What follows belongs to an exercise in optimizing a design on an open flow for small area, a short achievable clock period and few clock cycles per item; a production flow would make more cautious choices. The RTL was checked by simulation tests, not by an equivalence proof against the original design.

$ cat flow/config.mk
export PLATFORM = sky130hd
export DESIGN_NAME = square_root32
export DESIGN_NICKNAME = square_root32
export VERILOG_FILES = /design/flow/design.v
export SDC_FILE = /design/flow/constraint.sdc
export NUM_CORES = 4
export LEC_CHECK = 0
export ABC_AREA = 1
export CAP_MARGIN = 20
export CORE_MARGIN = 2
export CORE_UTILIZATION = 40
export CTS_BUF_LIST = sky130_fd_sc_hd__clkbuf_8
export SLEW_MARGIN = 20
$ cat flow/constraint.sdc
create_clock -name core_clock -period 15.0 [get_ports {iCLOCK}]
set_input_delay 3.0000 -clock core_clock [delete_from_list [all_inputs] [get_ports {iCLOCK}]]
set_output_delay 3.0000 -clock core_clock [all_outputs]
set_load 0.01 [all_outputs]
$ cat flow/design.v
`default_nettype none
module square_root32(
		input wire iCLOCK,
		input wire inRESET,
		input wire iDATA_REQ,
		output wire oDATA_BUSY,
		input wire [31:0] iDATA,
		output wire oDATA_VALID,
		input wire iDATA_BUSY,
		output wire [15:0] oDATA
	);
	reg b_skid_valid;
	reg [15:0] b_skid_data;
	reg b_out_valid;
	reg [15:0] b_out_data;
	wire adv = !b_skid_valid;
	reg b_v1;
	reg b_v2;
	reg b_v3;
	reg b_v4;
	reg b_v5;
	reg b_v6;
	reg b_v7;
	wire [31:0] x0;
	wire [0:0] q1;
	wire [1:0] r1;
	wire [29:0] x1;
	reg [1:0] q2;
	reg [2:0] r2;
	reg [27:0] x2;
	wire [2:0] q3;
	wire [3:0] r3;
	wire [25:0] x3;
	wire [3:0] q4;
	wire [4:0] r4;
	wire [23:0] x4;
	reg [4:0] q5;
	reg [5:0] r5;
	reg [21:0] x5;
	wire [5:0] q6;
	wire [6:0] r6;
	wire [19:0] x6;
	reg [6:0] q7;
	reg [7:0] r7;
	reg [17:0] x7;
	wire [7:0] q8;
	wire [8:0] r8;
	wire [15:0] x8;
	reg [8:0] q9;
	reg [9:0] r9;
	reg [13:0] x9;
	wire [9:0] q10;
	wire [10:0] r10;
	wire [11:0] x10;
	reg [10:0] q11;
	reg [11:0] r11;
	reg [9:0] x11;
	wire [11:0] q12;
	wire [12:0] r12;
	wire [7:0] x12;
	reg [12:0] q13;
	reg [13:0] r13;
	reg [5:0] x13;
	wire [13:0] q14;
	wire [14:0] r14;
	wire [3:0] x14;
	reg [14:0] q15;
	reg [15:0] r15;
	reg [1:0] x15;
	wire [15:0] q16;
	assign x0 = iDATA;
	wire ge0 = (x0[31:30] != 2'b00);
	assign q1 = {ge0};
	assign r1 = (ge0 ? (x0[31:30] - 2'd1) : x0[31:30]);
	assign x1 = x0[29:0];
	wire [3:0] t1 = {r1, x1[29:28]};
	wire [4:0] d1 = {1'b0, t1} - {2'b00, q1, 2'b01};
	wire ge1 = !d1[4];
	always @(posedge iCLOCK) begin
		if (adv) begin
			q2 <= {q1, ge1};
			r2 <= (ge1 ? d1[2:0] : t1[2:0]);
			x2 <= x1[27:0];
		end
	end
	wire [4:0] t2 = {r2, x2[27:26]};
	wire [5:0] d2 = {1'b0, t2} - {2'b00, q2, 2'b01};
	wire ge2 = !d2[5];
	assign q3 = {q2, ge2};
	assign r3 = (ge2 ? d2[3:0] : t2[3:0]);
	assign x3 = x2[25:0];
	wire [5:0] t3 = {r3, x3[25:24]};
	wire [6:0] d3 = {1'b0, t3} - {2'b00, q3, 2'b01};
	wire ge3 = !d3[6];
	assign q4 = {q3, ge3};
	assign r4 = (ge3 ? d3[4:0] : t3[4:0]);
	assign x4 = x3[23:0];
	wire [6:0] t4 = {r4, x4[23:22]};
	wire [7:0] d4 = {1'b0, t4} - {2'b00, q4, 2'b01};
	wire ge4 = !d4[7];
	always @(posedge iCLOCK) begin
		if (adv) begin
			q5 <= {q4, ge4};
			r5 <= (ge4 ? d4[5:0] : t4[5:0]);
			x5 <= x4[21:0];
		end
	end
	wire [7:0] t5 = {r5, x5[21:20]};
	wire [8:0] d5 = {1'b0, t5} - {2'b00, q5, 2'b01};
	wire ge5 = !d5[8];
	assign q6 = {q5, ge5};
	assign r6 = (ge5 ? d5[6:0] : t5[6:0]);
	assign x6 = x5[19:0];
	wire [8:0] t6 = {r6, x6[19:18]};
	wire [9:0] d6 = {1'b0, t6} - {2'b00, q6, 2'b01};
	wire ge6 = !d6[9];
	always @(posedge iCLOCK) begin
		if (adv) begin
			q7 <= {q6, ge6};
			r7 <= (ge6 ? d6[7:0] : t6[7:0]);
			x7 <= x6[17:0];
		end
	end
	wire [9:0] t7 = {r7, x7[17:16]};
	wire [10:0] d7 = {1'b0, t7} - {2'b00, q7, 2'b01};
	wire ge7 = !d7[10];
	assign q8 = {q7, ge7};
	assign r8 = (ge7 ? d7[8:0] : t7[8:0]);
	assign x8 = x7[15:0];
	wire [10:0] t8 = {r8, x8[15:14]};
	wire [11:0] d8 = {1'b0, t8} - {2'b00, q8, 2'b01};
	wire ge8 = !d8[11];
	always @(posedge iCLOCK) begin
		if (adv) begin
			q9 <= {q8, ge8};
			r9 <= (ge8 ? d8[9:0] : t8[9:0]);
			x9 <= x8[13:0];
		end
	end
	wire [11:0] t9 = {r9, x9[13:12]};
	wire [12:0] d9 = {1'b0, t9} - {2'b00, q9, 2'b01};
	wire ge9 = !d9[12];
	assign q10 = {q9, ge9};
	assign r10 = (ge9 ? d9[10:0] : t9[10:0]);
	assign x10 = x9[11:0];
	wire [12:0] t10 = {r10, x10[11:10]};
	wire [13:0] d10 = {1'b0, t10} - {2'b00, q10, 2'b01};
	wire ge10 = !d10[13];
	always @(posedge iCLOCK) begin
		if (adv) begin
			q11 <= {q10, ge10};
			r11 <= (ge10 ? d10[11:0] : t10[11:0]);
			x11 <= x10[9:0];
		end
	end
	wire [13:0] t11 = {r11, x11[9:8]};
	wire [14:0] d11 = {1'b0, t11} - {2'b00, q11, 2'b01};
	wire ge11 = !d11[14];
	assign q12 = {q11, ge11};
	assign r12 = (ge11 ? d11[12:0] : t11[12:0]);
	assign x12 = x11[7:0];
	wire [14:0] t12 = {r12, x12[7:6]};
	wire [15:0] d12 = {1'b0, t12} - {2'b00, q12, 2'b01};
	wire ge12 = !d12[15];
	always @(posedge iCLOCK) begin
		if (adv) begin
			q13 <= {q12, ge12};
			r13 <= (ge12 ? d12[13:0] : t12[13:0]);
			x13 <= x12[5:0];
		end
	end
	wire [15:0] t13 = {r13, x13[5:4]};
	wire [16:0] d13 = {1'b0, t13} - {2'b00, q13, 2'b01};
	wire ge13 = !d13[16];
	assign q14 = {q13, ge13};
	assign r14 = (ge13 ? d13[14:0] : t13[14:0]);
	assign x14 = x13[3:0];
	wire [16:0] t14 = {r14, x14[3:2]};
	wire [17:0] d14 = {1'b0, t14} - {2'b00, q14, 2'b01};
	wire ge14 = !d14[17];
	always @(posedge iCLOCK) begin
		if (adv) begin
			q15 <= {q14, ge14};
			r15 <= (ge14 ? d14[15:0] : t14[15:0]);
			x15 <= x14[1:0];
		end
	end
	wire [17:0] t15 = {r15, x15[1:0]};
	wire [18:0] d15 = {1'b0, t15} - {2'b00, q15, 2'b01};
	wire ge15 = !d15[18];
	wire [15:0] res = {q15, ge15};
	always @(posedge iCLOCK or negedge inRESET) begin
		if (!inRESET) b_v1 <= 1'b0;
		else if (adv) b_v1 <= iDATA_REQ;
	end
	always @(posedge iCLOCK or negedge inRESET) begin
		if (!inRESET) b_v2 <= 1'b0;
		else if (adv) b_v2 <= b_v1;
	end
	always @(posedge iCLOCK or negedge inRESET) begin
		if (!inRESET) b_v3 <= 1'b0;
		else if (adv) b_v3 <= b_v2;
	end
	always @(posedge iCLOCK or negedge inRESET) begin
		if (!inRESET) b_v4 <= 1'b0;
		else if (adv) b_v4 <= b_v3;
	end
	always @(posedge iCLOCK or negedge inRESET) begin
		if (!inRESET) b_v5 <= 1'b0;
		else if (adv) b_v5 <= b_v4;
	end
	always @(posedge iCLOCK or negedge inRESET) begin
		if (!inRESET) b_v6 <= 1'b0;
		else if (adv) b_v6 <= b_v5;
	end
	always @(posedge iCLOCK or negedge inRESET) begin
		if (!inRESET) b_v7 <= 1'b0;
		else if (adv) b_v7 <= b_v6;
	end
	wire out_free = !b_out_valid || !iDATA_BUSY;
	always @(posedge iCLOCK or negedge inRESET) begin
		if (!inRESET) begin
			b_out_valid <= 1'b0;
			b_skid_valid <= 1'b0;
		end else if (out_free) begin
			b_out_valid <= b_skid_valid || b_v7;
			b_skid_valid <= 1'b0;
		end else if (!b_skid_valid) begin
			b_skid_valid <= b_v7;
		end
	end
	always @(posedge iCLOCK) begin
		if (out_free) b_out_data <= b_skid_valid ? b_skid_data : res;
		if (!b_skid_valid) b_skid_data <= res;
	end
	assign oDATA_BUSY = b_skid_valid;
	assign oDATA_VALID = b_out_valid;
	assign oDATA = b_out_data;
endmodule
`default_nettype wire
$ cat flow/flow/run.sh
#!/bin/bash
bash standard.sh SETUP_SLACK_MARGIN=10.9 finish > standard.log 2>&1
$ cat flow/standard.sh
#!/bin/bash
# synth_recipe.tcl (not shown) runs the flow's synth.tcl, then flattens the netlist and writes it again
# the make line also repeats each setting of config.mk as NAME=value (left out here)
make -C /OpenROAD-flow-scripts/flow DESIGN_CONFIG=/design/flow/config.mk WORK_HOME=/design/flow/orfs CLKGATE_MAP_FILE= SYNTH_SCRIPT=/design/flow/synth_recipe.tcl "${@:-finish}"
==> flow_summary_export.csv, run 1 <==
group,metric,value,unit
setup_path,worst-endpoint-required,12.00,ns
min_path,min_path_cells,0,
synth,synth_compound_gate_area_share,9.74,%
drt,drt-total-wl,33700,µm
setup_path,critical_path.slowest_cell,"dfrtp_1",
timing,achievable-frequency,243,MHz
setup_path,path_delay_family,"flip-flops",
synth,synth_flop_cell,"edfxtp_1",
grt,grt_pass1_wl,55100,µm
min_path,worstHoldEndpoint,"x5[14]",
floorplanning,core_area,38800,µm²
setup_path,timing.setup.critical_path_class,"reg -> out",
drt,route.antenna.remaining_nets,0,
placement,dp_hpwl,25200,µm
setup_path,endpoint_arrival_time_on_the_critical_path,1.12,ns
floorplanning,num_rows,72,
timing,hold_slack,0.416,ns
synth,postSynthRegisterBits,272,
setup_path,r2r_end,"r15[3]",
cts,max-clock-path-buffers,3,
cts,clock_tree_from_tritoncts,"done",
setup_path,reg2reg_slack,11.16,ns
cts,clock_transition_at_the_registers_of_the_reported_paths,0.06,ns
cts,worstSkewPairLatency,0.61,ns
timing,worst_clock_skew,0.0338,ns
synth,synth_edf_count,247,
drt,vias,11700,
drt,drt_first_iter_violations,478,
synth,synth.lib_cells_used.distinct,59,
synth,ys_async_sr_fraction,3.31,%
grt,globalRouteOverflowTotal,0,
grt,grt_start_max_net_pins,99,
grt,grt_pass1_vias,11200,
synth,cell_area_after_synthesis,15800,µm²
synth,synth_simple_gate_area_share,18.8,%
synth,muxShareOfSynthArea,0,%
timing,fin_setup_tns,0,ns
grt,grt.total_usage,16.6,%
cts,h_tree_depth,2,
setup_path,reg2reg_from,"q13[11]",
placement,globalplace.congestion,0.876,
timing,final-hold-violation-count,0,
drt,drt_pre_antenna_iters,5,
final_layout,antennaDiodeCount,0,
drt,drt-vias-per-instance,4.97,
timing,tightestPinTransition,0.939,ns
synth,synthesis.area_per_instance,9.36,µm²
timing,post-route-period-util,27.4,%
grt,initial_antenna_violation_count,0,
final_layout,post_layout_nonfiller_instances,2348,
placement,port_buffers,53,
floorplanning,floorplan.die.width,203,µm
floorplanning,io-pin-count,54,
floorplanning,die_h,203,µm
synth,synth_seq_area_share,50.3,%
cts,tritoncts.num_buffers,48,
setup_path,cp_cell_sequence,"buf_2",
floorplanning,dieArea,41100,µm²
floorplanning,floorplan.initialDensity,40.7,%
timing,finalSetupViolations,0,
final_layout,area_delta_synth_final,13.2,%
drt,drc_errors,0,
synth,yosys-top-cells-area,"edfxtp_1 (47%), ha_1 (11%), nand2_1 (10%)",
cts,cts.sinks,272,
cts,cts_hold_buffers,0,
drt,route.detailed.wl_per_inst,14.4,µm
final_layout,fin_nets,1966,
synth,synth_xor_area_share,4.21,%
final_layout,final.fill_count,3712,
timing,worst_slew_slack_as_a_fraction_of_its_limit,37.4,%
flow_run,maxCapViolCount,0,
setup_path,endpoint_kind,"primary output",
synth,synth_top_area_share,46.9,%
timing,post-route-worst-setup-slack,10.88,ns
synth,netlist.top_cell.by_area,"edfxtp_1",
placement,pre_cts_ws,10.56,ns
synth,ys.warnings.count,1,
setup_path,cp_num_buf_inv,1,
timing,unrepaired_setup_endpoints_after_global_routing,"yes",
setup_path,critical_path_peak_fanout,2,
timing,finalCriticalPeriod,4.12,ns
status,run_status,"complete, no violations",
cts,clock-root-buffer,"clkbuf_8",
synth,fraction_of_the_mapped_netlist_area_in_adder_cells,10.5,%
synth,synth_fp_nets,1859,
min_path,min_path_type,"reg -> reg",
synth,syn_inst,1690,
setup_path,setup.worst_path.start_class,"flip-flop",
setup_path,r2r.worst_path.cells,20,
final_layout,final_layout_size_suffix_gt1_share,9.34,%
setup_path,critPathMaxStageDelay,0.38,ns
synth,main_combinational_cell_family_by_area_after_synthesis,"simple AND/OR/NAND/NOR gates",
timing,maxSlewViolCount,0,
placement,post-place-cells,2243,
min_path,holdCritStartpoint,"x2[14]",
how the worst max path moves through the flow:
stage                               from  depth (start not counted)         end  slack [ns]
final                       b_skid_valid                          1  oDATA_BUSY       10.88
after global routing      b_out_data[10]                          1   oDATA[10]       10.82
after CTS                   b_skid_valid                          1  oDATA_BUSY       10.80
after detailed placement       iDATA[28]                          6       r2[0]       10.56
after global placement         iDATA[28]                          6       r2[0]       10.59
after floorplan                iDATA[28]                          5       r2[0]       11.11
placed cells by master, fill, tap and decap left out, types with 7 or more instances in the layout:
cell type,netlist,layout
nand2_1,432,429
edfxtp_1,247,247
inv_1,215,224
ha_1,133,133
nand3_1,107,107
a21oi_1,98,94
o21ai_0,106,88
nor2_1,80,80
clkbuf_8,0,52
xor2_1,51,51
clkdlybuf4s50_1,0,35
o21ai_1,9,25
xnor2_1,25,25
buf_4,2,23
buf_2,7,18
dfxtp_1,16,16
nand4_1,13,13
nor3_1,12,11
o21ai_2,9,11
o21bai_1,10,10
nand2_2,11,9
nand3b_1,9,9
dfrtp_1,9,9
clkinv_1,1,9
a21o_1,8,8
nand2_4,4,8
a211oi_1,7,7
worst register-to-register path, stage by stage, from the launching register on:
cell	delay, ns
edfxtp_1	0.43
inv_1	0.12
ha_1	0.38
nand2_1	0.10
nor3_2	0.16
and2_1	0.17
nand2_2	0.10
nand2_8	0.17
clkinvlp_4	0.18
nand2_1	0.09
o21ai_1	0.11
ha_1	0.38
nand2_1	0.13
o21a_1	0.23
o221a_2	0.23
nand2_2	0.09
nand2_2	0.06
nand2_4	0.19
inv_8	0.11
nand2_1	0.07
o21ai_0	0.08
layer usage:
layer,track usage (%),part of all wire [%],up-vias
met5,0,0,-
met4,7.74,3.8,0
met3,3.02,4.7,82
met2,26.7,45,259
met1,21.9,47,5333
li1,-,-,5985
synthesized netlist by cell type, types with 3 or more instances:
cell,number
o21ai_2,9
a21boi_0,3
a21oi_1,98
nand2_4,4
nand2_2,11
nor4_1,3
dfrtp_1,9
o21ai_0,106
edfxtp_1,247
o21a_1,3
a31oi_1,3
or2_2,5
inv_2,4
nand4_1,13
dfxtp_1,16
o21bai_1,10
nand2_1,432
buf_6,7
o211ai_1,3
a21o_1,8
clkbuf_1,4
inv_1,215
nand3_2,4
nor3_1,12
o21ai_1,9
nand3b_1,9
a31o_2,3
buf_2,7
xor2_1,51
nand3_1,107
ha_1,133
a211oi_1,7
nor2_1,80
xnor2_1,25
area by class of cell:
type,instances,area [µm²],share of cell area [%]
clock buffers,52,716,4.00
repair buffers,76,613,3.42
clock inverters,31,154,0.860
repair inverters,2,15.0,0.0839
multi-input cells,1174,6930,38.7
inverters,223,868,4.85
flip-flops and latches,272,7960,44.5
well taps,518,648,3.62
cell families (layout without fill, tap and decap cells):
logic type,after synthesis,in the layout
xor gates and xnor gates,76,76
DFF,272,272
AOI/OAI and AO/OA,273,273
adders and majority gates,133,133
buffers and inverters,244,384
and+or+nand+nor,692,692
sequential cells by signal (all words and copies together), names as in the netlist, 14 cells and up:
register / count
b_out_data: 16
b_skid_data: 16
q15: 15
r13: 14
r15: 16
x2: 28
x5: 22
x7: 18
x9: 14
through the flow:
stage | utilization (%) | instance area [µm²]
after floorplan | - | 15800
after global placement | 43.4 | 16900
after detailed placement | 43.4 | 16900
after CTS | 45.5 | 17700
after global routing | 46.1 | 17900
final | 46.1 | 17900
repair_timing:
item / in CTS / in global routing
endpoints found under the hold margin: 0 / 0
gates cloned: 0 / 2
setup endpoints to repair: 36 / 79
gates resized for setup: 81 / 34
pin swaps: 0 / 6
buffers inserted: 2 / 18
Testbench counts, summed over its fixed seeds: cycles 12,064, items 12,000.
==> inputs of run 2 (changes only) <==
==> flow/flow/run.sh (replaced) <==
#!/bin/bash
bash standard.sh SETUP_SLACK_MARGIN=10.5 finish > standard.log 2>&1
--- a/flow/config.mk
+++ b/flow/config.mk
@@ -6,8 +6,6 @@
 export NUM_CORES = 4
 export LEC_CHECK = 0
-export ABC_AREA = 1
 export CAP_MARGIN = 20
 export CORE_MARGIN = 2
 export CORE_UTILIZATION = 40
-export CTS_BUF_LIST = sky130_fd_sc_hd__clkbuf_8
 export SLEW_MARGIN = 20
==> run 2 against run 1 <==
Net effect:
- still clean on timing, DRC and antenna
- design area grew 1.4%
- area after synthesis shrank 4.5%
- first-iteration DRC count shrank 12%
- utilization grew 2.4 points
- clock skew shrank 0.023 ns
- global-route usage shrank 1.7 points
- synthesized cell count shrank 22%
==> flow_summary_export.csv, run 2 <==
group,metric,value,unit
status,run_status,"complete, no violations",
cts,worstSkewPairLatency,0.58,ns
synth,ys_async_sr_fraction,3.31,%
floorplanning,die_h,198,µm
floorplanning,core_area,37400,µm²
flow_run,maxCapViolCount,0,
setup_path,stages_on_worst_setup_path,2,
placement,dp_hpwl,20300,µm
final_layout,fin_nets,1614,
setup_path,endpoint_arrival_time_on_the_critical_path,1.44,ns
final_layout,cell_area_after_layout,18200,µm²
synth,postSynthRegisterBits,272,
synth,ys.warnings.count,1,
synth,synth_fp_nets,1494,
grt,globalRouteOverflowTotal,0,
synth,cell_area_after_synthesis,15100,µm²
setup_path,r2r.worst_path.cells,19,
setup_path,path_delay_family,"buffers and inverters",
final_layout,utilization,48.5,%
synth,synth_top_area_share,49.1,%
floorplanning,floorplan.die.width,198,µm
synth,synthesis.area_per_instance,11.4,µm²
setup_path,timing.setup.critical_path_class,"reg -> out",
cts,clock-root-buffer,"clkbuf_16",
setup_path,cp_num_buf_inv,2,
drt,vias,10100,
final_layout,layout_common_cells,"edfxtp_1 (247), ha_1 (119), inv_1 (107)",
drt,drt_pre_antenna_iters,4,
synth,synth_top_cells_by_count,"edfxtp_1 (247), ha_1 (133), inv_1 (113)",
setup_path,worst-endpoint-required,12.00,ns
setup_path,cp-endpoint,"oDATA_BUSY",
cts,cts_hold_buffers,0,
timing,worst_slew_slack_as_a_fraction_of_its_limit,26.2,%
synth,synth_seq_area_share,52.7,%
setup_path,cp_cell_sequence,"buf_12 -> dlygate4sd2_1",
setup_path,critPathLaunch,"b_skid_valid",
drt,drt_first_iter_violations,422,
final_layout,top_regs,"x2: 28 flops, x5: 22 flops, x7: 18 flops",
final_layout,largest_reg_flops,28,
floorplanning,dieArea,39300,µm²
final_layout,top_register,"x2",
final_layout,area_delta_synth_final,20.1,%
timing,final-hold-violation-count,0,
final_layout,layout_commonest_cell,"edfxtp_1",
timing,finalCriticalPeriod,4.44,ns
timing,unrepaired_setup_endpoints_after_global_routing,"yes",
cts,clock_transition_at_the_registers_of_the_reported_paths,0.06,ns
timing,maxSlewViolCount,0,
min_path,min_path_type,"reg -> reg",
timing,achievable-frequency,225,MHz
synth,yosys-top-cells-area,"edfxtp_1 (49%), ha_1 (11%), xnor2_1 (3.8%)",
timing,finalSetupViolations,0,
setup_path,reg2reg_from,"x13[4]",
drt,route.detailed.wl_per_inst,15.2,µm
floorplanning,num_rows,71,
placement,port_buffers,53,
grt,grt.total_usage,14.9,%
drt,drt-vias-per-instance,5.10,
placement,globalplace.congestion,0.929,
setup_path,reg2reg_slack,10.57,ns
synth,yosys.cell_count.top_type,"edfxtp_1",
timing,worst_clock_skew,0.0109,ns
final_layout,final_layout_size_suffix_gt1_share,15.7,%
setup_path,critPathMaxStageDelay,0.42,ns
cts,tritoncts.num_buffers,31,
synth,syn_inst,1325,
grt,initial_antenna_violation_count,0,
placement,place_area,16200,µm²
synth,synth.lib_cells_used.distinct,82,
timing,post-route-period-util,29.6,%
grt,grt_start_max_net_pins,176,
drt,drt-total-wl,30000,µm
final_layout,antennaDiodeCount,0,
cts,clock_tree_from_tritoncts,"done",
grt,grt_pass1_wl,47500,µm
setup_path,critical_path_peak_fanout,21,
cts,h_tree_depth,1,
floorplanning,floorplan.initialDensity,40.4,%
synth,synth_edf_count,247,
drt,drc_errors,0,
grt,grt_pass1_vias,9836,
cts,max-clock-path-buffers,3,
synth,netlist.top_cell.by_area,"edfxtp_1",
setup_path,setup.worst_path.start_class,"flip-flop",
timing,tightestPinTransition,1.11,ns
setup_path,endpoint_kind,"primary output",
synth,synth_flop_cell,"edfxtp_1",
drt,route.antenna.remaining_nets,0,
timing,fin_setup_tns,0,ns
floorplanning,io-pin-count,54,
setup_path,r2r_end,"r15[0]",
cts,cts.sinks,272,
setup_path,critical_path.slowest_cell,"dfrtp_2",
[run 2: layout make-up]
| type | count | area, µm² |
|---|---|---|
| inverters | 117 | 455 |
| well taps | 511 | 639 |
| repair inverters | 1 | 6.26 |
| clock buffers | 37 | 818 |
| flip-flops and latches | 272 | 7960 |
| clock inverters | 19 | 189 |
| multi-input cells | 916 | 7040 |
| repair buffers | 106 | 1040 |
| fillers | 3353 | 19200 |
[run 2: worst reg2reg max path, delay by kind of cell, from the launching register on]
kind            cells  cell delay (ns)
xor+xnor            1             0.06
simple gates        5             0.96
flops               1             0.40
fa+ha+maj           2             0.59
buf+inv             4             0.62
compound gates      7             1.57
[run 2: stage by stage]
| stage | instances | setup WS, ns | hold slack [ns] |
|---|---|---|---|
| 2_1_floorplan | 1325 | 10.51 | 0.400 |
| 3_3_place_gp | 1870 | 9.30 | 0.400 |
| 3_5_place_dp | 1870 | 9.15 | 0.405 |
| 4_1_cts | 1956 | 10.51 | 0.414 |
| 5_1_grt | 1979 | 10.44 | 0.419 |
| 6_report | 1979 | 10.56 | 0.414 |
[run 2: cell families after synthesis]
group	after synthesis	share of synthesized area (%)
AOI/OAI and AO/OA	311	13.4
xor gates and xnor gates	101	5.90
adders and majority gates	133	11.0
buffers and inverters	139	3.64
DFF	272	52.7
muxes	45	3.35
and+or+nand+nor	324	9.97
[run 2: worst min path at each step]
stage | from | slack [ns] | depth (start not counted) | to
after global placement | x5[10] | 0.40 | 0 | x7[10]
after floorplan | x9[0] | 0.40 | 0 | x11[0]
after detailed placement | x9[9] | 0.40 | 0 | x11[9]
after CTS | x7[4] | 0.41 | 0 | x9[4]
after global routing | x7[4] | 0.42 | 0 | x9[4]
final | x7[4] | 0.41 | 0 | x9[4]
[run 2: routing by layer]
| layer | track usage (%) | vias up | share of wire [%] |
|---|---|---|---|
| li1 | - | 5081 | - |
| met2 | 27.5 | 179 | 52 |
| met4 | 5.71 | 0 | 3.6 |
| met1 | 17.4 | 4765 | 41 |
| met5 | 0 | - | 0 |
| met3 | 2.30 | 66 | 3.3 |
[run 2: what timing repair did]
action,in CTS,in global routing
gates resized for setup,49,62
setup buffers,28,20
endpoints found under the setup margin,64,61
cloned,2,3
pin swaps,17,17
==> inputs of run 3 (changes only) <==
==> flow/flow/run.sh (replaced) <==
#!/bin/bash
bash standard.sh SETUP_SLACK_MARGIN=10.5 ABC_AREA=1 finish > standard.log 2>&1
==> run 3 against run 2 <==
Net effect:
- still clean
- utilization is 2.4 points lower
- first-iteration DRC count is 41% higher
- via count is 14% higher
- non-clock buffer count is 47 lower
- sequential share of layout area is 0.59 points higher
- fmax is 0.51% higher
==> flow_summary_export.csv, run 3 <==
group,metric,value,unit
drt,route.detailed.wl_per_inst,14.3,µm
synth,synth_seq_area_share,50.3,%
setup_path,path_delay_family,"buffers and inverters",
timing,tightestPinTransition,0.928,ns
min_path,worstHoldEndpoint,"x7[13]",
flow_run,maxCapViolCount,0,
cts,worstSkewPairLatency,0.58,ns
grt,grt_start_max_net_pins,99,
synth,postSynthRegisterBits,272,
timing,finalSetupViolations,0,
synth,synthesis.area_per_instance,9.36,µm²
status,run_status,"complete, no violations",
timing,post-route-period-util,29.5,%
timing,achievable-frequency,226,MHz
timing,fin_setup_tns,0,ns
floorplanning,io-pin-count,54,
setup_path,r2r_end,"r11[0]",
setup_path,critical_path_peak_fanout,1,
synth,synth_flop_cell,"edfxtp_1",
final_layout,top_register,"x2",
cts,tritoncts.num_buffers,31,
timing,worst_slew_slack_as_a_fraction_of_its_limit,38.2,%
placement,post-place-cells,2243,
grt,grt_pass1_vias,11000,
synth,ys_async_sr_fraction,3.31,%
floorplanning,floorplan.initialDensity,40.7,%
setup_path,r2r.worst_path.cells,16,
floorplanning,die_h,203,µm
timing,final-hold-violation-count,0,
synth,cell_area_after_synthesis,15800,µm²
synth,synth_top_cells_by_count,"nand2_1 (432), edfxtp_1 (247), inv_1 (215)",
cts,clock_tree_from_tritoncts,"done",
floorplanning,floorplan.die.width,203,µm
placement,port_buffers,53,
drt,drt-total-wl,32900,µm
setup_path,critical_path.slowest_cell,"clkdlybuf4s50_1",
final_layout,flip_flop_and_latch_area,7960,µm²
final_layout,post_layout_nonfiller_instances,2304,
min_path,holdCritStartpoint,"x5[13]",
setup_path,endpoint_kind,"primary output",
cts,clock_transition_at_the_registers_of_the_reported_paths,0.06,ns
synth,netlist.top_cell.by_area,"edfxtp_1",
grt,grt.total_usage,16.3,%
setup_path,endpoint_arrival_time_on_the_critical_path,1.42,ns
drt,drt_first_iter_violations,593,
floorplanning,core_area,38800,µm²
drt,route.antenna.remaining_nets,0,
grt,initial_antenna_violation_count,0,
synth,syn_inst,1690,
cts,clock-root-buffer,"clkbuf_16",
placement,globalplace.congestion,0.876,
final_layout,largest_reg_flops,28,
setup_path,cp_cell_sequence,"clkdlybuf4s50_1",
synth,synth_fp_nets,1859,
floorplanning,dieArea,41100,µm²
floorplanning,num_rows,72,
cts,cts.sinks,272,
setup_path,cp_num_buf_inv,1,
final_layout,layout_common_cells,"nand2_1 (432), edfxtp_1 (247), inv_1 (213)",
final_layout,final.fill_count,3699,
final_layout,top_regs,"x2: 28 flops, x5: 22 flops, x7: 18 flops",
setup_path,setup.worst_path.start_class,"flip-flop",
timing,unrepaired_setup_endpoints_after_global_routing,"no",
timing,hold_slack,0.410,ns
final_layout,multiInputGateArea,6850,µm²
synth,synth.lib_cells_used.distinct,59,
final_layout,layout_commonest_cell,"nand2_1",
timing,finalCriticalPeriod,4.42,ns
final_layout,area_delta_synth_final,13.2,%
synth,yosys.cell_count.top_type,"nand2_1",
cts,h_tree_depth,1,
synth,yosys-top-cells-area,"edfxtp_1 (47%), ha_1 (11%), nand2_1 (10%)",
setup_path,worst-endpoint-required,12.00,ns
synth,synth_edf_count,247,
cts,max-clock-path-buffers,3,
setup_path,stages_on_worst_setup_path,1,
synth,ys.warnings.count,1,
final_layout,fin_nets,1930,
setup_path,critPathMaxStageDelay,0.53,ns
synth,synth_top_area_share,46.9,%
setup_path,timing.setup.critical_path_class,"reg -> out",
timing,maxSlewViolCount,0,
setup_path,reg2reg_slack,10.84,ns
min_path,min_path_type,"reg -> reg",
grt,grt_pass1_wl,54400,µm
setup_path,reg2reg_from,"q9[1]",
drt,drt_pre_antenna_iters,6,
timing,worst_clock_skew,0.00969,ns
min_path,min_path_cells,0,
grt,globalRouteOverflowTotal,0,
final_layout,final_layout_size_suffix_gt1_share,6.05,%
final_layout,utilization,46.1,%
drt,vias,11500,
drt,drc_errors,0,
final_layout,antennaDiodeCount,0,
drt,drt-vias-per-instance,4.97,
placement,dp_hpwl,25200,µm
run 3: cell types whose count changed after synthesis, moves of 11 or more:
cell	change
nor3_1	-12
o21a_1	-23
o21ai_0	+48
nand2b_1	-11
xnor2_1	-40
xor2_1	+16
inv_1	+102
nand3_1	+94
nand2_2	+11
a21o_1	-17
nor2b_1	-13
mux2_2	-33
nor2_1	-23
nand2_1	+324
run 3: repair_timing:
action                     CTS  global route
setup buffers                0             3
resized for setup            1             8
hold buffers                 0             0
setup endpoints to repair    1            10
run 3: layout make-up:
| type | instances | area share (%) |
|---|---|---|
| Tap cell | 518 | 3.62 |
| Sequential cell | 272 | 44.5 |
| Multi-Input combinational cell | 1174 | 38.2 |
| Clock buffer | 39 | 4.90 |
| Clock inverter | 19 | 0.727 |
| Inverter | 223 | 4.83 |
| Timing Repair Buffer | 59 | 3.22 |
run 3: logic make-up (layout without fill, tap and decap cells):
family | Yosys count | count (layout) | share of synthesized area [%]
buffers and inverters | 244 | 340 | 6.38
AND/OR/NAND/NOR | 692 | 692 | 18.8
XOR/XNOR | 76 | 76 | 4.21
AO/OA/AOI/OAI | 273 | 273 | 9.74
flip-flops | 272 | 272 | 50.3
adder cells (fa/ha/maj) | 133 | 133 | 10.5
run 3: through the flow:
step	setup slack (ns)	cell area [µm²]
5_1_grt	10.51	17900
3_3_place_gp	10.59	16900
2_1_floorplan	11.11	15800
4_1_cts	10.51	17900
6_report	10.58	17900
3_5_place_dp	10.56	16900
run 3: worst max-delay path by stage:
stage | from | end | slack (ns)
finish | b_out_data[11] | oDATA[11] | 10.58
global placement | iDATA[28] | r2[0] | 10.59
CTS | b_out_valid | oDATA_VALID | 10.51
global route | b_out_data[6] | oDATA[6] | 10.51
detailed placement | iDATA[28] | r2[0] | 10.56
floorplan | iDATA[28] | r2[0] | 11.11
run 3: per-layer routing:
layer | part of all wire [%] | track usage [%]
met4 | 2.7 | 5.42
met1 | 47 | 21.9
met2 | 45 | 26.7
met5 | 0 | 0
met3 | 4.7 | 2.70
==> inputs of run 4 (changes only) <==
==> flow/flow/run.sh (replaced) <==
#!/bin/bash
bash standard.sh SETUP_SLACK_MARGIN=10.2 ABC_AREA=1 finish > standard.log 2>&1
==> run 4 against run 3 <==
Net effect:
- clock-buffer cell count did not move
- first-iteration DRC count fell by 11%
- sequential share of layout area rose by 0.090 points
- critical path type unchanged
- cell count shrank 0.13%
- critical endpoint is now oDATA_BUSY
- setup slack got worse by 0.047 ns
- highest routed layer unchanged
- fmax decreased by 1.0%
==> flow_summary_export.csv, run 4 <==
group,metric,value,unit
min_path,min_path_cells,0,
timing,hold_slack,0.410,ns
grt,globalRouteOverflowTotal,0,
placement,port_buffers,53,
cts,h_tree_depth,1,
synth,cell_area_after_synthesis,15800,µm²
cts,cts_hold_buffers,0,
final_layout,layout_commonest_cell,"nand2_1",
drt,route.detailed.wl_per_inst,14.3,µm
grt,gr_peak_layer,"met2",
timing,unrepaired_setup_endpoints_after_global_routing,"no",
setup_path,endpoint_kind,"primary output",
floorplanning,floorplan.initialDensity,40.7,%
timing,finalCriticalPeriod,4.47,ns
synth,synth.lib_cells_used.distinct,59,
timing,fin_setup_tns,0,ns
setup_path,endpoint_arrival_time_on_the_critical_path,1.47,ns
cts,cts.repair_timing.setup_buffer_count,0,
drt,route.antenna.remaining_nets,0,
floorplanning,io-pin-count,54,
synth,postSynthRegisterBits,272,
floorplanning,dieArea,41100,µm²
cts,clock-root-buffer,"clkbuf_16",
setup_path,worst-endpoint-required,12.00,ns
drt,drt_pre_antenna_iters,5,
setup_path,critical_path.slowest_cell,"clkdlybuf4s50_1",
timing,finalSetupViolations,0,
final_layout,area_delta_synth_final,13.0,%
synth,ys_async_sr_fraction,3.31,%
drt,drt_first_iter_violations,526,
final_layout,top_regs,"x2: 28 flops, x5: 22 flops, x7: 18 flops",
timing,maxSlewViolCount,0,
setup_path,timing.setup.critical_path_class,"reg -> out",
timing,tightestPinTransition,0.931,ns
final_layout,largest_reg_flops,28,
synth,synth_seq_area_share,50.3,%
cts,cts_resized,0,
flow_run,maxCapViolCount,0,
grt,grt_start_max_net_pins,99,
drt,drt-total-wl,32800,µm
synth,synthesis.area_per_instance,9.36,µm²
grt,grt_pass1_vias,11000,
floorplanning,num_rows,72,
setup_path,critical_path_peak_fanout,2,
grt,initial_antenna_violation_count,0,
synth,syn_inst,1690,
synth,netlist.top_cell.by_area,"edfxtp_1",
synth,synth_edf_count,247,
synth,synth_top_cells_by_count,"nand2_1 (432), edfxtp_1 (247), inv_1 (215)",
synth,yosys-top-cells-area,"edfxtp_1 (47%), ha_1 (11%), nand2_1 (10%)",
grt,gr-usage-met3,2.70,%
synth,yosys.cell_count.top_type,"nand2_1",
final_layout,final_layout_size_suffix_gt1_share,5.78,%
timing,final-hold-violation-count,0,
setup_path,cp_num_buf_inv,1,
floorplanning,core_area,38800,µm²
synth,synth_top_area_share,46.9,%
grt,global_route.usage.met1,21.9,%
final_layout,layout_common_cells,"nand2_1 (432), edfxtp_1 (247), inv_1 (215)",
cts,clock_tree_from_tritoncts,"done",
cts,clock_transition_at_the_registers_of_the_reported_paths,0.06,ns
timing,achievable-frequency,224,MHz
setup_path,r2r.worst_path.cells,20,
setup_path,path_delay_family,"buffers and inverters",
cts,max-clock-path-buffers,3,
synth,synth_flop_cell,"edfxtp_1",
final_layout,post_layout_nonfiller_instances,2301,
grt,grt_use_met2,26.7,%
floorplanning,die_h,203,µm
status,run_status,"complete, no violations",
drt,drc_errors,0,
drt,drt-vias-per-instance,4.98,
setup_path,stages_on_worst_setup_path,1,
cts,worstSkewPairLatency,0.58,ns
setup_path,cp_cell_sequence,"clkdlybuf4s50_1",
timing,post-route-period-util,29.8,%
final_layout,fin_nets,1927,
synth,ys.warnings.count,1,
placement,dp_hpwl,25200,µm
grt,grt.total_usage,16.3,%
setup_path,setup.worst_path.start_class,"flip-flop",
timing,worst_clock_skew,0.00995,ns
cts,cts.sinks,272,
min_path,min_path_type,"reg -> reg",
drt,vias,11500,
synth,synth_fp_nets,1859,
final_layout,top_register,"x2",
setup_path,critPathMaxStageDelay,0.54,ns
grt,grt_pass1_wl,54400,µm
floorplanning,floorplan.die.width,203,µm
timing,worst_slew_slack_as_a_fraction_of_its_limit,37.9,%
cts,tritoncts.num_buffers,31,
final_layout,antennaDiodeCount,0,
placement,globalplace.congestion,0.876,
placement,post-place-cells,2243,
run 4: area by class of cell:
type                       instances  area [µm²]
clock buffer                      39         878
multi-input combinational       1174        6840
clock inverter                    19         130
timing repair buffer              56         553
inverter                         223         857
fill                            3697       21000
tap                              518         648
sequential                       272        7960
run 4: per-layer routing:
metal / routed length (µm) / vias to the layer above
met4: 919 / 0
met2: 14800 / 269
li1: - / 5901
met5: 0 / -
met3: 1670 / 67
met1: 15400 / 5233
run 4: cell families (layout without fill, tap and decap cells):
kind of cell / Yosys count / in the layout / share of synthesized area [%]
adder cells (fa/ha/maj): 133 / 133 / 10.5
AND/OR/NAND/NOR: 692 / 692 / 18.8
XOR/XNOR: 76 / 76 / 4.21
AO/OA/AOI/OAI: 273 / 273 / 9.74
flip-flops: 272 / 272 / 50.3
buffers and inverters: 244 / 337 / 6.38
run 4: metrics by stage:
| stage | instance area (µm²) | worst slack [ns] | util (%) |
|---|---|---|---|
| after floorplan | 15800 | 11.11 | - |
| after global placement | 16900 | 10.59 | 43.4 |
| after detailed placement | 16900 | 10.56 | 43.4 |
| after CTS | 17900 | 10.48 | 46.0 |
| after global routing | 17900 | 10.45 | 46.0 |
| final | 17900 | 10.53 | 46.0 |
run 4: final timing paths:
path / from / end / slack, ns
min: x5[13] / x7[13] / 0.41
max in group asynchronous: inRESET / b_v7 / 12.01
min reg2reg: x5[13] / x7[13] / 0.41
max reg2reg: q13[11] / r15[3] / 10.85
max: b_skid_valid / oDATA_BUSY / 10.53
min in group asynchronous: inRESET / b_v4 / 2.71
==> inputs of run 5 (changes only) <==
==> flow/flow/run.sh (replaced) <==
#!/bin/bash
bash standard.sh SETUP_SLACK_MARGIN=10.8 ABC_AREA=1 finish > standard.log 2>&1
==> run 5 against run 4 <==
Net effect:
- still clean
- clock skew fell by 0.00055 ns
- clock-buffer cell count did not move
- utilization rose by 0.15 points
- setup slack improved by 0.32 ns
- area after synthesis did not move
- non-clock buffer count rose by 9
- design area rose by 0.31%
- largest cell class unchanged
==> flow_summary_export.csv, run 5 <==
group,metric,value,unit
synth,yosys.cell_count.top_type,"nand2_1",
cts,worstSkewPairLatency,0.58,ns
final_layout,layout_common_cells,"nand2_1 (429), edfxtp_1 (247), inv_1 (211)",
min_path,min_path_type,"reg -> reg",
setup_path,r2r.worst_path.cells,17,
timing,unrepaired_setup_endpoints_after_global_routing,"no",
timing,post-route-period-util,27.6,%
timing,worst_slew_slack_as_a_fraction_of_its_limit,38.1,%
flow_run,maxCapViolCount,0,
drt,route.antenna.remaining_nets,0,
grt,grt.total_usage,16.3,%
timing,hold_slack,0.410,ns
timing,finalSetupViolations,0,
drt,drt_pre_antenna_iters,6,
drt,drc_errors,0,
cts,cts_hold_buffers,0,
final_layout,layout_commonest_cell,"nand2_1",
final_layout,final_layout_size_suffix_gt1_share,7.86,%
floorplanning,core_area,38800,µm²
final_layout,top_regs,"x2: 28 flops, x5: 22 flops, x7: 18 flops",
timing,tightestPinTransition,0.928,ns
setup_path,critical_path_peak_fanout,1,
final_layout,fin_nets,1937,
timing,maxSlewViolCount,0,
status,run_status,"complete, no violations",
drt,drt_first_iter_violations,518,
setup_path,worst-endpoint-required,12.00,ns
placement,port_buffers,53,
floorplanning,io-pin-count,54,
synth,yosys-top-cells-area,"edfxtp_1 (47%), ha_1 (11%), nand2_1 (10%)",
setup_path,endpoint_arrival_time_on_the_critical_path,1.14,ns
synth,synth_seq_area_share,50.3,%
setup_path,endpoint_kind,"primary output",
synth,synth_flop_cell,"edfxtp_1",
grt,grt_pass1_vias,11000,
final_layout,post_layout_nonfiller_instances,2311,
timing,achievable-frequency,241,MHz
cts,clock_transition_at_the_registers_of_the_reported_paths,0.06,ns
final_layout,final.fill_count,3702,
setup_path,cp_num_buf_inv,1,
grt,globalRouteOverflowTotal,0,
floorplanning,num_rows,72,
synth,synth_fp_nets,1859,
timing,fin_setup_tns,0,ns
synth,ys.warnings.count,1,
cts,clock_tree_from_tritoncts,"done",
synth,synth_top_area_share,46.9,%
drt,route.detailed.wl_per_inst,14.3,µm
floorplanning,floorplan.initialDensity,40.7,%
cts,cts.sinks,272,
synth,synth.lib_cells_used.distinct,59,
floorplanning,floorplan.die.width,203,µm
timing,worst_clock_skew,0.00941,ns
grt,initial_antenna_violation_count,0,
setup_path,cp_cell_sequence,"clkdlybuf4s15_2",
grt,grt_start_max_net_pins,99,
setup_path,reg2reg_from,"x9[12]",
cts,max-clock-path-buffers,3,
setup_path,critical_path.slowest_cell,"edfxtp_1",
setup_path,critPathMaxStageDelay,0.35,ns
setup_path,path_delay_family,"flip-flops",
setup_path,stages_on_worst_setup_path,1,
synth,cell_area_after_synthesis,15800,µm²
synth,ys_async_sr_fraction,3.31,%
final_layout,antennaDiodeCount,0,
drt,drt-vias-per-instance,4.99,
grt,grt_pass1_wl,54400,µm
floorplanning,die_h,203,µm
setup_path,setup.worst_path.start_class,"flip-flop",
setup_path,timing.setup.critical_path_class,"reg -> out",
synth,synth_edf_count,247,
cts,clock-root-buffer,"clkbuf_16",
placement,post-place-cells,2243,
synth,netlist.top_cell.by_area,"edfxtp_1",
final_layout,top_register,"x2",
final_layout,largest_reg_flops,28,
timing,finalCriticalPeriod,4.14,ns
synth,postSynthRegisterBits,272,
synth,syn_inst,1690,
min_path,holdCritStartpoint,"x5[13]",
floorplanning,dieArea,41100,µm²
setup_path,r2r_end,"r11[10]",
final_layout,area_delta_synth_final,13.4,%
drt,drt-total-wl,33100,µm
setup_path,critPathLaunch,"b_out_data[3]",
timing,final-hold-violation-count,0,
cts,h_tree_depth,1,
cts,tritoncts.num_buffers,31,
final_layout,utilization,46.2,%
setup_path,cp-endpoint,"oDATA[3]",
synth,synth_top_cells_by_count,"nand2_1 (432), edfxtp_1 (247), inv_1 (215)",
placement,globalplace.congestion,0.876,
synth,synthesis.area_per_instance,9.36,µm²
drt,vias,11500,
placement,dp_hpwl,25200,µm
setup_path,reg2reg_slack,11.04,ns
## run 5: cell counts after synthesis
Identical to the previous run, type by type.
## run 5: kinds of logic (layout without fill, tap and decap cells)
family,after synthesis,in the layout,synth area share (%)
simple gates,692,692,18.8
compound gates,273,273,9.74
xor+xnor,76,76,4.21
buf+inv,244,347,6.38
fa+ha+maj,133,133,10.5
flops,272,272,50.3
## run 5: final cells by class
cell class	instances	area (µm²)	area share (%)
timing repair inverter	1	7.51	0.0419
clock inverter	19	130	0.726
multi-input combinational	1174	6890	38.4
clock buffer	39	878	4.90
timing repair buffer	65	549	3.06
tap	518	648	3.61
sequential	272	7960	44.4
inverter	223	868	4.84
## run 5: timing repair
item / 4_1_cts / 5_1_grt
cloned: 0 / 1
setup buffers: 0 / 9
gates resized for setup: 60 / 36
pin swaps: 0 / 2
setup endpoints to repair: 18 / 67
## run 5: layer usage
metal	vias up	GRT usage, %	part of all wire (%)
met5	-	0	0
met4	0	5.42	2.6
met3	68	2.70	4.8
met2	254	26.7	45
met1	5285	21.9	47
li1	5925	-	-
## run 5: how the worst min path moves through the flow
stage                     endpoint  slack [ns]  cells past startpoint
after floorplan             x11[0]        0.40                      0
after global placement      x11[2]        0.40                      0
after detailed placement    x11[0]        0.40                      0
after CTS                   x9[10]        0.41                      0
after global routing        x7[13]        0.41                      0
final                       x7[13]        0.41                      0
## run 5: stage by stage
| step | cell area, µm² | worst slack (ns) |
|---|---|---|
| finish | 17900 | 10.86 |
| global route | 17900 | 10.77 |
| CTS | 17800 | 10.76 |
| detailed placement | 16900 | 10.56 |
| global placement | 16900 | 10.59 |
| floorplan | 15800 | 11.11 |
==> inputs of run 6 (changes only) <==
==> flow/flow/run.sh (replaced) <==
#!/bin/bash
bash standard.sh SETUP_SLACK_MARGIN=11.0 ABC_AREA=1 finish > standard.log 2>&1
==> run 6 against run 5 <==
Net effect:
- flip-flop and latch count is the same
- global-route usage hardly changed
- design area rose by 1.2%
- critical path depth stayed put
- first-iteration DRC count is 6.9% higher
- worst hold slack barely moved
- critical path type unchanged
- critical endpoint is now oDATA_BUSY
==> flow_summary_export.csv, run 6 <==
group,metric,value,unit
synth,synth_edf_count,247,
final_layout,fin_nets,1956,
final_layout,layout_common_cells,"nand2_1 (429), edfxtp_1 (247), inv_1 (211)",
final_layout,layout_commonest_cell,"nand2_1",
synth,cell_area_after_synthesis,15800,µm²
cts,clock_tree_from_tritoncts,"done",
synth,synth_top_area_share,46.9,%
synth,netlist.top_cell.by_area,"edfxtp_1",
final_layout,final.fill_count,3683,
setup_path,cp_num_buf_inv,1,
setup_path,cp_cell_sequence,"buf_2",
timing,finalCriticalPeriod,4.09,ns
placement,globalplace.congestion,0.876,
synth,synthesis.area_per_instance,9.36,µm²
grt,globalRouteOverflowTotal,0,
synth,ys.warnings.count,1,
drt,drt-total-wl,33600,µm
floorplanning,floorplan.die.width,203,µm
final_layout,antennaDiodeCount,0,
floorplanning,dieArea,41100,µm²
cts,clock-root-buffer,"clkbuf_16",
setup_path,worst-endpoint-required,12.00,ns
synth,yosys-top-cells-area,"edfxtp_1 (47%), ha_1 (11%), nand2_1 (10%)",
timing,tightestPinTransition,0.932,ns
setup_path,timing.setup.critical_path_class,"reg -> out",
cts,cts_hold_buffers,0,
timing,worst_clock_skew,0.00947,ns
placement,pre_cts_ws,10.56,ns
drt,route.detailed.wl_per_inst,14.4,µm
min_path,min_path_type,"reg -> reg",
flow_run,maxCapViolCount,0,
synth,synth_seq_area_share,50.3,%
setup_path,endpoint_arrival_time_on_the_critical_path,1.09,ns
timing,fin_setup_tns,0,ns
synth,synth_top_cells_by_count,"nand2_1 (432), edfxtp_1 (247), inv_1 (215)",
timing,achievable-frequency,244,MHz
setup_path,critPathMaxStageDelay,0.38,ns
timing,finalSetupViolations,0,
floorplanning,die_h,203,µm
setup_path,setup.worst_path.start_class,"flip-flop",
grt,initial_antenna_violation_count,0,
synth,synth_flop_cell,"edfxtp_1",
final_layout,top_regs,"x2: 28 flops, x5: 22 flops, x7: 18 flops",
synth,postSynthRegisterBits,272,
grt,grt.total_usage,16.3,%
timing,unrepaired_setup_endpoints_after_global_routing,"yes",
drt,drt_first_iter_violations,554,
cts,h_tree_depth,1,
final_layout,multiInputGateArea,6970,µm²
cts,tritoncts.num_buffers,31,
timing,worst_slew_slack_as_a_fraction_of_its_limit,37.8,%
final_layout,top_register,"x2",
drt,drt-vias-per-instance,4.99,
cts,clock_transition_at_the_registers_of_the_reported_paths,0.06,ns
final_layout,area_delta_synth_final,14.7,%
placement,post-place-cells,2243,
timing,post-route-worst-setup-slack,10.91,ns
final_layout,final_layout_size_suffix_gt1_share,9.38,%
final_layout,largest_reg_flops,28,
final_layout,post_layout_nonfiller_instances,2330,
setup_path,endpoint_kind,"primary output",
floorplanning,core_area,38800,µm²
final_layout,flip_flop_and_latch_area,7960,µm²
status,run_status,"complete, no violations",
drt,route.antenna.remaining_nets,0,
timing,maxSlewViolCount,0,
timing,post-route-period-util,27.3,%
cts,worstSkewPairLatency,0.58,ns
cts,max-clock-path-buffers,3,
floorplanning,io-pin-count,54,
setup_path,path_delay_family,"flip-flops",
synth,synth_fp_nets,1859,
grt,grt_start_max_net_pins,99,
synth,synth.lib_cells_used.distinct,59,
floorplanning,num_rows,72,
grt,grt_pass1_wl,54600,µm
synth,ys_async_sr_fraction,3.31,%
cts,cts.sinks,272,
drt,drt_pre_antenna_iters,7,
setup_path,critical_path_peak_fanout,2,
setup_path,critical_path.slowest_cell,"dfrtp_1",
floorplanning,floorplan.initialDensity,40.7,%
drt,drc_errors,0,
synth,syn_inst,1690,
placement,dp_hpwl,25200,µm
drt,vias,11600,
synth,yosys.cell_count.top_type,"nand2_1",
placement,port_buffers,53,
timing,final-hold-violation-count,0,
grt,grt_pass1_vias,11100,
-- run 6: cell counts after synthesis --
No cell type changed its count.
-- run 6: what timing repair did --
item | CTS | global route
pin swaps | 0 | 7
resized for setup | 85 | 39
endpoints found under the hold margin | 0 | 0
gates cloned | 0 | 2
setup endpoints to repair | 59 | 80
setup buffers | 2 | 25
-- run 6: area by class of cell --
type                    instances  area share, %
flip-flops and latches        272           43.9
multi-input cells            1174           38.4
clock buffers                  39           4.84
inverters                     223           4.80
repair buffers                 83           3.67
well taps                     518           3.57
clock inverters                19          0.717
repair inverters                2         0.0828
-- run 6: kinds of logic after synthesis --
logic type,after synthesis,share of synthesized area [%]
XOR/XNOR,76,4.21
AO/OA/AOI/OAI,273,9.74
buffers and inverters,244,6.38
flip-flops,272,50.3
adder cells (fa/ha/maj),133,10.5
AND/OR/NAND/NOR,692,18.8
-- run 6: metal layers --
metal / vias up / wire length, µm / GRT usage, %
met4: 0 / 968 / 5.55
met3: 70 / 1590 / 2.70
met2: 239 / 15300 / 26.8
met1: 5342 / 15700 / 21.9
met5: - / 0 / 0
li1: 5965 / - / -
-- run 6: through the flow --
| step | hold WS (ns) | util, % | instance area, µm² |
|---|---|---|---|
| 5_1_grt | 0.414 | 46.7 | 18100 |
| 3_5_place_dp | 0.405 | 43.4 | 16900 |
| 3_3_place_gp | 0.401 | 43.4 | 16900 |
| 2_1_floorplan | 0.400 | - | 15800 |
| 6_report | 0.410 | 46.7 | 18100 |
| 4_1_cts | 0.406 | 45.9 | 17800 |
-- run 6: path summary, 6_finish.rpt --
check | cells after the start | to | startpoint | slack [ns]
worst max-delay path | 1 | oDATA_BUSY | b_skid_valid | 10.91
max in group asynchronous | 1 | b_v7 | inRESET | 12.01
min in group asynchronous | 1 | b_v4 | inRESET | 2.71
worst min-delay path | 0 | x7[13] | x5[13] | 0.41
worst max register to register | 18 | r15[3] | q13[11] | 11.17
worst min register to register | 0 | x7[13] | x5[13] | 0.41
==> inputs of run 7 (changes only) <==
==> flow/flow/run.sh (replaced) <==
#!/bin/bash
bash standard.sh SETUP_SLACK_MARGIN=11.3 ABC_AREA=1 finish > standard.log 2>&1
==> run 7 against run 6 <==
Net effect:
- global-route usage grew 0.36 points
- non-clock buffer count grew 36
- clock-buffer cell count is 1 higher
- synthesized cell count is the same
- critical path type unchanged
- critical endpoint is now oDATA[10]
==> flow_summary_export.csv, run 7 <==
group,metric,value,unit
cts,cts_hold_buffers,0,
setup_path,endpoint_arrival_time_on_the_critical_path,1.04,ns
timing,finalSetupViolations,0,
drt,drt_first_iter_violations,620,
synth,synth_edf_count,247,
setup_path,endpoint_kind,"primary output",
drt,vias,11900,
synth,yosys.cell_count.top_type,"nand2_1",
grt,grt_pass1_vias,11000,
floorplanning,floorplan.initialDensity,40.7,%
setup_path,critPathMaxStageDelay,0.36,ns
drt,route.antenna.remaining_nets,0,
drt,drt-vias-per-instance,5.02,
floorplanning,io-pin-count,54,
final_layout,final.fill_count,3583,
timing,achievable-frequency,248,MHz
floorplanning,floorplan.die.width,203,µm
timing,fin_setup_tns,0,ns
synth,yosys-top-cells-area,"edfxtp_1 (47%), ha_1 (11%), nand2_1 (10%)",
min_path,min_path_type,"reg -> reg",
synth,cell_area_after_synthesis,15800,µm²
synth,synth_top_area_share,46.9,%
cts,clock-root-buffer,"clkbuf_16",
final_layout,final_layout_size_suffix_gt1_share,15.7,%
setup_path,cp_cell_sequence,"buf_2",
final_layout,layout_common_cells,"nand2_1 (421), edfxtp_1 (247), inv_1 (201)",
final_layout,utilization,49.1,%
synth,synthesis.area_per_instance,9.36,µm²
timing,maxSlewViolCount,0,
placement,dp_hpwl,25300,µm
setup_path,timing.setup.critical_path_class,"reg -> out",
final_layout,area_delta_synth_final,20.6,%
grt,initial_antenna_violation_count,0,
setup_path,path_delay_family,"flip-flops",
timing,post-route-period-util,26.9,%
setup_path,reg2reg_from,"q11[9]",
synth,synth_top_cells_by_count,"nand2_1 (432), edfxtp_1 (247), inv_1 (215)",
placement,pre_cts_ws,10.71,ns
setup_path,critPathLaunch,"b_out_data[10]",
grt,grt.total_usage,16.7,%
floorplanning,num_rows,72,
timing,post-route-worst-setup-slack,10.96,ns
flow_run,maxCapViolCount,0,
grt,grt_start_max_net_pins,99,
final_layout,largest_reg_flops,28,
cts,h_tree_depth,2,
timing,hold_slack,0.396,ns
setup_path,critical_path_peak_fanout,1,
final_layout,fin_nets,1995,
setup_path,reg2reg_slack,11.41,ns
final_layout,top_register,"x2",
drt,drc_errors,0,
grt,grt_pass1_wl,54800,µm
final_layout,layout_commonest_cell,"nand2_1",
floorplanning,dieArea,41100,µm²
timing,finalCriticalPeriod,4.04,ns
placement,port_buffers,53,
drt,drt_pre_antenna_iters,7,
synth,postSynthRegisterBits,272,
setup_path,cp-endpoint,"oDATA[10]",
cts,max-clock-path-buffers,3,
synth,syn_inst,1690,
setup_path,setup.worst_path.start_class,"flip-flop",
drt,route.detailed.wl_per_inst,14.8,µm
grt,globalRouteOverflowTotal,0,
setup_path,cp_num_buf_inv,1,
min_path,holdCritStartpoint,"x7[5]",
setup_path,worst-endpoint-required,12.00,ns
synth,synth.lib_cells_used.distinct,59,
synth,synth_flop_cell,"edfxtp_1",
cts,tritoncts.num_buffers,34,
cts,clock_transition_at_the_registers_of_the_reported_paths,0.06,ns
timing,unrepaired_setup_endpoints_after_global_routing,"yes",
cts,worstSkewPairLatency,0.54,ns
synth,ys_async_sr_fraction,3.31,%
timing,final-hold-violation-count,0,
final_layout,antennaDiodeCount,0,
synth,ys.warnings.count,1,
synth,synth_seq_area_share,50.3,%
status,run_status,"complete, no violations",
timing,worst_clock_skew,0.0301,ns
placement,globalplace.congestion,0.883,
floorplanning,die_h,203,µm
setup_path,stages_on_worst_setup_path,1,
cts,cts.sinks,272,
setup_path,critical_path.slowest_cell,"edfxtp_1",
synth,netlist.top_cell.by_area,"edfxtp_1",
timing,worst_slew_slack_as_a_fraction_of_its_limit,31.6,%
setup_path,r2r_end,"r13[9]",
synth,synth_fp_nets,1859,
floorplanning,core_area,38800,µm²
setup_path,r2r.worst_path.cells,20,
cts,clock_tree_from_tritoncts,"done",
timing,tightestPinTransition,1.03,ns
drt,drt-total-wl,35000,µm
final_layout,top_regs,"x2: 28 flops, x5: 22 flops, x7: 18 flops",
## run 7: cell counts after synthesis
No cell type changed its count.
## run 7: how the worst min path moves through the flow
stage	slack [ns]	end	cells after the start
floorplan	0.40	x11[0]	0
global placement	0.40	x13[0]	0
detailed placement	0.40	x11[4]	0
CTS	0.41	x9[5]	0
global route	0.41	x9[5]	0
finish	0.40	x9[5]	0
## run 7: area by class of cell
cell class              count  area (µm²)  area share, %
repair buffers            119         946           4.96
clock inverters            19         265           1.39
flip-flops and latches    272        7960           41.7
well taps                 518         648           3.40
multi-input cells        1175        7460           39.1
repair inverters            1        7.51         0.0394
inverters                 223         882           4.62
clock buffers              40         905           4.74
## run 7: what timing repair did
item | CTS | global route
setup buffers | 18 | 45
resized for setup | 119 | 112
pin swaps | 8 | 26
endpoints found under the setup margin | 83 | 88
cloned | 1 | 1
## run 7: through the flow
stage	cells	cell area (µm²)
after floorplan	1690	15800
after global placement	2243	16900
after detailed placement	2243	16900
after CTS	2321	18200
after global routing	2367	19100
final	2367	19100
## run 7: cell families after synthesis
kind of cell | Yosys count | synth area share (%)
AO/OA/AOI/OAI | 273 | 9.74
XOR/XNOR | 76 | 4.21
adder cells (fa/ha/maj) | 133 | 10.5
buffers and inverters | 244 | 6.38
flip-flops | 272 | 50.3
AND/OR/NAND/NOR | 692 | 18.8
## run 7: metal layers
layer  vias to the layer above  GRT usage [%]  share of wire [%]
met3                        71           2.84                5.0
met1                      5507           22.2                 45
met5                         -              0                  0
met2                       270           26.9                 46
li1                       6033              -                  -
met4                         0           7.01                3.4
==> inputs of run 8 (changes only) <==
==> flow/flow/run.sh (replaced) <==
#!/bin/bash
bash standard.sh SETUP_SLACK_MARGIN=10.5 CORE_UTILIZATION=60 finish > standard.log 2>&1
==> run 8 against run 7 <==
Net effect:
- still clean on timing, DRC and antenna
- utilization up 24 points
- cell count down 23%
- clock skew is 0.019 ns lower
- setup slack got worse by 0.51 ns
- critical endpoint is now r15[15]
==> flow_summary_export.csv, run 8 <==
group,metric,value,unit
synth,synthesis.area_per_instance,11.4,µm²
setup_path,critical_path_peak_fanout,6,
synth,syn_inst,1325,
synth,ys.warnings.count,1,
final_layout,final_layout_size_suffix_gt1_share,17.5,%
timing,tightestPinTransition,1.09,ns
min_path,min_path_type,"reg -> reg",
timing,unrepaired_setup_endpoints_after_global_routing,"yes",
grt,global_route.usage.met1,25.4,%
setup_path,worst-endpoint-required,15.31,ns
grt,grt.total_usage,22.0,%
drt,route.antenna.remaining_nets,0,
placement,port_buffers,53,
timing,finalCriticalPeriod,4.55,ns
drt,drt-vias-per-instance,5.68,
setup_path,endpoint_kind,"flip-flop",
final_layout,fin_nets,1629,
drt,drt-total-wl,30800,µm
drt,drt_first_iter_violations,643,
drt,drc_errors,0,
drt,route.detailed.wl_per_inst,17.0,µm
final_layout,top_register,"x2",
cts,clock-root-buffer,"clkbuf_16",
timing,final-hold-violation-count,0,
timing,worst_clock_skew,0.0109,ns
grt,grt_start_max_net_pins,186,
setup_path,cp_cell_sequence,"inv_1 -> ha_4 -> o211a_1 -> o31ai_2 -> buf_4 -> a31oi_4 -> a211oi_4 -> nor2_4 -> buf_6 -> nor2_1 -> nor2_1 -> ha_1 -> nand3_1 -> nor2_2 -> o21ai_1 -> nor4b_1 -> o21ai_0 -> o22ai_1 -> xnor2_1 -> mux2_2",
grt,grt_use_met2,42.2,%
synth,yosys-top-cells-area,"edfxtp_1 (49%), ha_1 (11%), xnor2_1 (3.8%)",
synth,postSynthRegisterBits,272,
final_layout,layout_commonest_cell,"edfxtp_1",
drt,vias,10300,
cts,clock_tree_from_tritoncts,"done",
status,run_status,"complete, no violations",
placement,dp_hpwl,20300,µm
timing,achievable-frequency,220,MHz
final_layout,largest_reg_flops,28,
cts,worstSkewPairLatency,0.56,ns
synth,netlist.top_cell.by_area,"edfxtp_1",
grt,gr_peak_layer,"met2",
cts,tritoncts.num_buffers,29,
synth,cell_area_after_synthesis,15100,µm²
floorplanning,floorplan.die.width,163,µm
floorplanning,floorplan.initialDensity,60.5,%
grt,gr-usage-met3,2.39,%
setup_path,endpoint_arrival_time_on_the_critical_path,4.85,ns
placement,globalplace.congestion,0.860,
-- run 8: changes by cell type in the layout (fill, tap and decap cells not counted), sizes merged, moves of 16 or more --
cell / delta
nand2: -340
inv: -109
nand3: -99
o21ai: -58
xnor2: +41
mux2: +36
nor2: +24
o21a: +23
clkdlybuf4s50: +19
a21o: +17
xor2: -16
-- run 8: per-layer routing --
| layer | share of wire, % | up-vias |
|---|---|---|
| li1 | - | 5099 |
| met1 | 41 | 4904 |
| met2 | 53 | 219 |
| met3 | 3.3 | 69 |
| met4 | 2.8 | 0 |
| met5 | 0 | - |
-- run 8: kinds of logic after synthesis --
group | Yosys count | synth area share (%)
flip-flops | 272 | 52.7
AO/OA/AOI/OAI | 311 | 13.4
adder cells (fa/ha/maj) | 133 | 11.0
XOR/XNOR | 101 | 5.90
AND/OR/NAND/NOR | 324 | 9.97
buffers and inverters | 139 | 3.64
multiplexers | 45 | 3.35
-- run 8: timing repair --
| item | 4_1_cts | 5_1_grt |
|---|---|---|
| gates resized for setup | 63 | 91 |
| buffers inserted | 33 | 29 |
| setup endpoints to repair | 63 | 57 |
| gates cloned | 3 | 2 |
| pin swaps | 13 | 24 |
-- run 8: layout make-up --
| type | count | area [µm²] | area share (%) |
|---|---|---|---|
| Sequential cell | 272 | 7960 | 43.9 |
| Multi-Input combinational cell | 915 | 7220 | 39.8 |
| Timing Repair Buffer | 124 | 1160 | 6.37 |
| Clock buffer | 45 | 816 | 4.50 |
| Inverter | 117 | 469 | 2.59 |
| Tap cell | 330 | 413 | 2.28 |
| Clock inverter | 9 | 87.6 | 0.483 |
| Timing Repair inverter | 1 | 6.26 | 0.0345 |
-- run 8: final timing paths --
| check | depth (start not counted) | endpoint | slack [ns] | startpoint |
|---|---|---|---|---|
| worst max-delay path | 20 | r15[15] | 10.45 | q13[3] |
| worst min-delay path | 0 | x9[0] | 0.41 | x7[0] |
| worst max register to register | 20 | r15[15] | 10.45 | q13[3] |
| worst min register to register | 0 | x9[0] | 0.41 | x7[0] |
| max in group asynchronous | 1 | b_skid_valid | 11.95 | inRESET |
| min in group asynchronous | 1 | b_v2 | 2.74 | inRESET |
-- run 8: critical path, delay by kind of cell, from the launching register on --
| family | cells | cell delay [ns] |
|---|---|---|
| AOI/OAI and AO/OA | 7 | 1.12 |
| adders and majority gates | 2 | 0.63 |
| buffers and inverters | 3 | 0.42 |
| and+or+nand+nor | 6 | 1.37 |
| DFF | 1 | 0.38 |
| muxes | 1 | 0.26 |
| xor gates and xnor gates | 1 | 0.08 |
-- run 8: stage by stage --
| step | std cells | setup WS (ns) | instance area [µm²] | utilization, % |
|---|---|---|---|---|
| finish | 1813 | 10.45 | 18100 | 72.6 |
| global placement | 1691 | 9.65 | 16000 | 64.1 |
| detailed placement | 1691 | 9.50 | 16000 | 64.1 |
| floorplan | 1325 | 10.51 | 15100 | - |
| CTS | 1781 | 10.51 | 17400 | 69.8 |
| global route | 1813 | 10.31 | 18100 | 72.6 |

==> separate check: timing with driven ports <==
How much do the figures lean on ideal ports? The routed layouts below were timed once more, with nothing changed but the port constraints. Step 1 (the two cells are an assumption about what drives the block):
set clk [get_ports {iCLOCK}]
set_driving_cell -lib_cell sky130_fd_sc_hd__clkbuf_16 $clk
set_driving_cell -lib_cell sky130_fd_sc_hd__buf_2 [delete_from_list [all_inputs] $clk]
Step 2 moves the port delays by t, midway between the first and last clock arrival at a register: inputs arrive t later, outputs are due t later. That takes back most of the time a late clock gives input paths. Slacks: ideal ports / drivers / drivers and shift; pairs: ideal ports / drivers.
run | t, ns | slack for setup (ns) | worst slew at a driven data input, ns | cell pins on the clock port's net
run 1 | 0.642 | 10.883 / 10.834 / 10.556 | 0.03 | 1
run 2 | 0.623 | 10.558 / 10.508 / 10.568 | 0.04 | 1
run 3 | 0.625 | 10.580 / 10.527 / 10.554 | 0.03 | 1
run 4 | 0.623 | 10.534 / 10.480 / 10.555 | 0.03 | 1
run 5 | 0.624 | 10.855 / 10.802 / 10.553 | 0.03 | 1
run 6 | 0.623 | 10.907 / 10.854 / 10.555 | 0.03 | 1
run 7 | 0.580 | 10.961 / 10.906 / 10.872 | 0.04 | 1
run 8 | 0.601 | 10.454 / 10.454 / 10.454 | 0.04 | 1
After both steps every run listed still meets setup and hold. For run 6, which loses most, drivers alone change the setup slack by -0.053 ns; drivers and shift together by -0.352 ns.
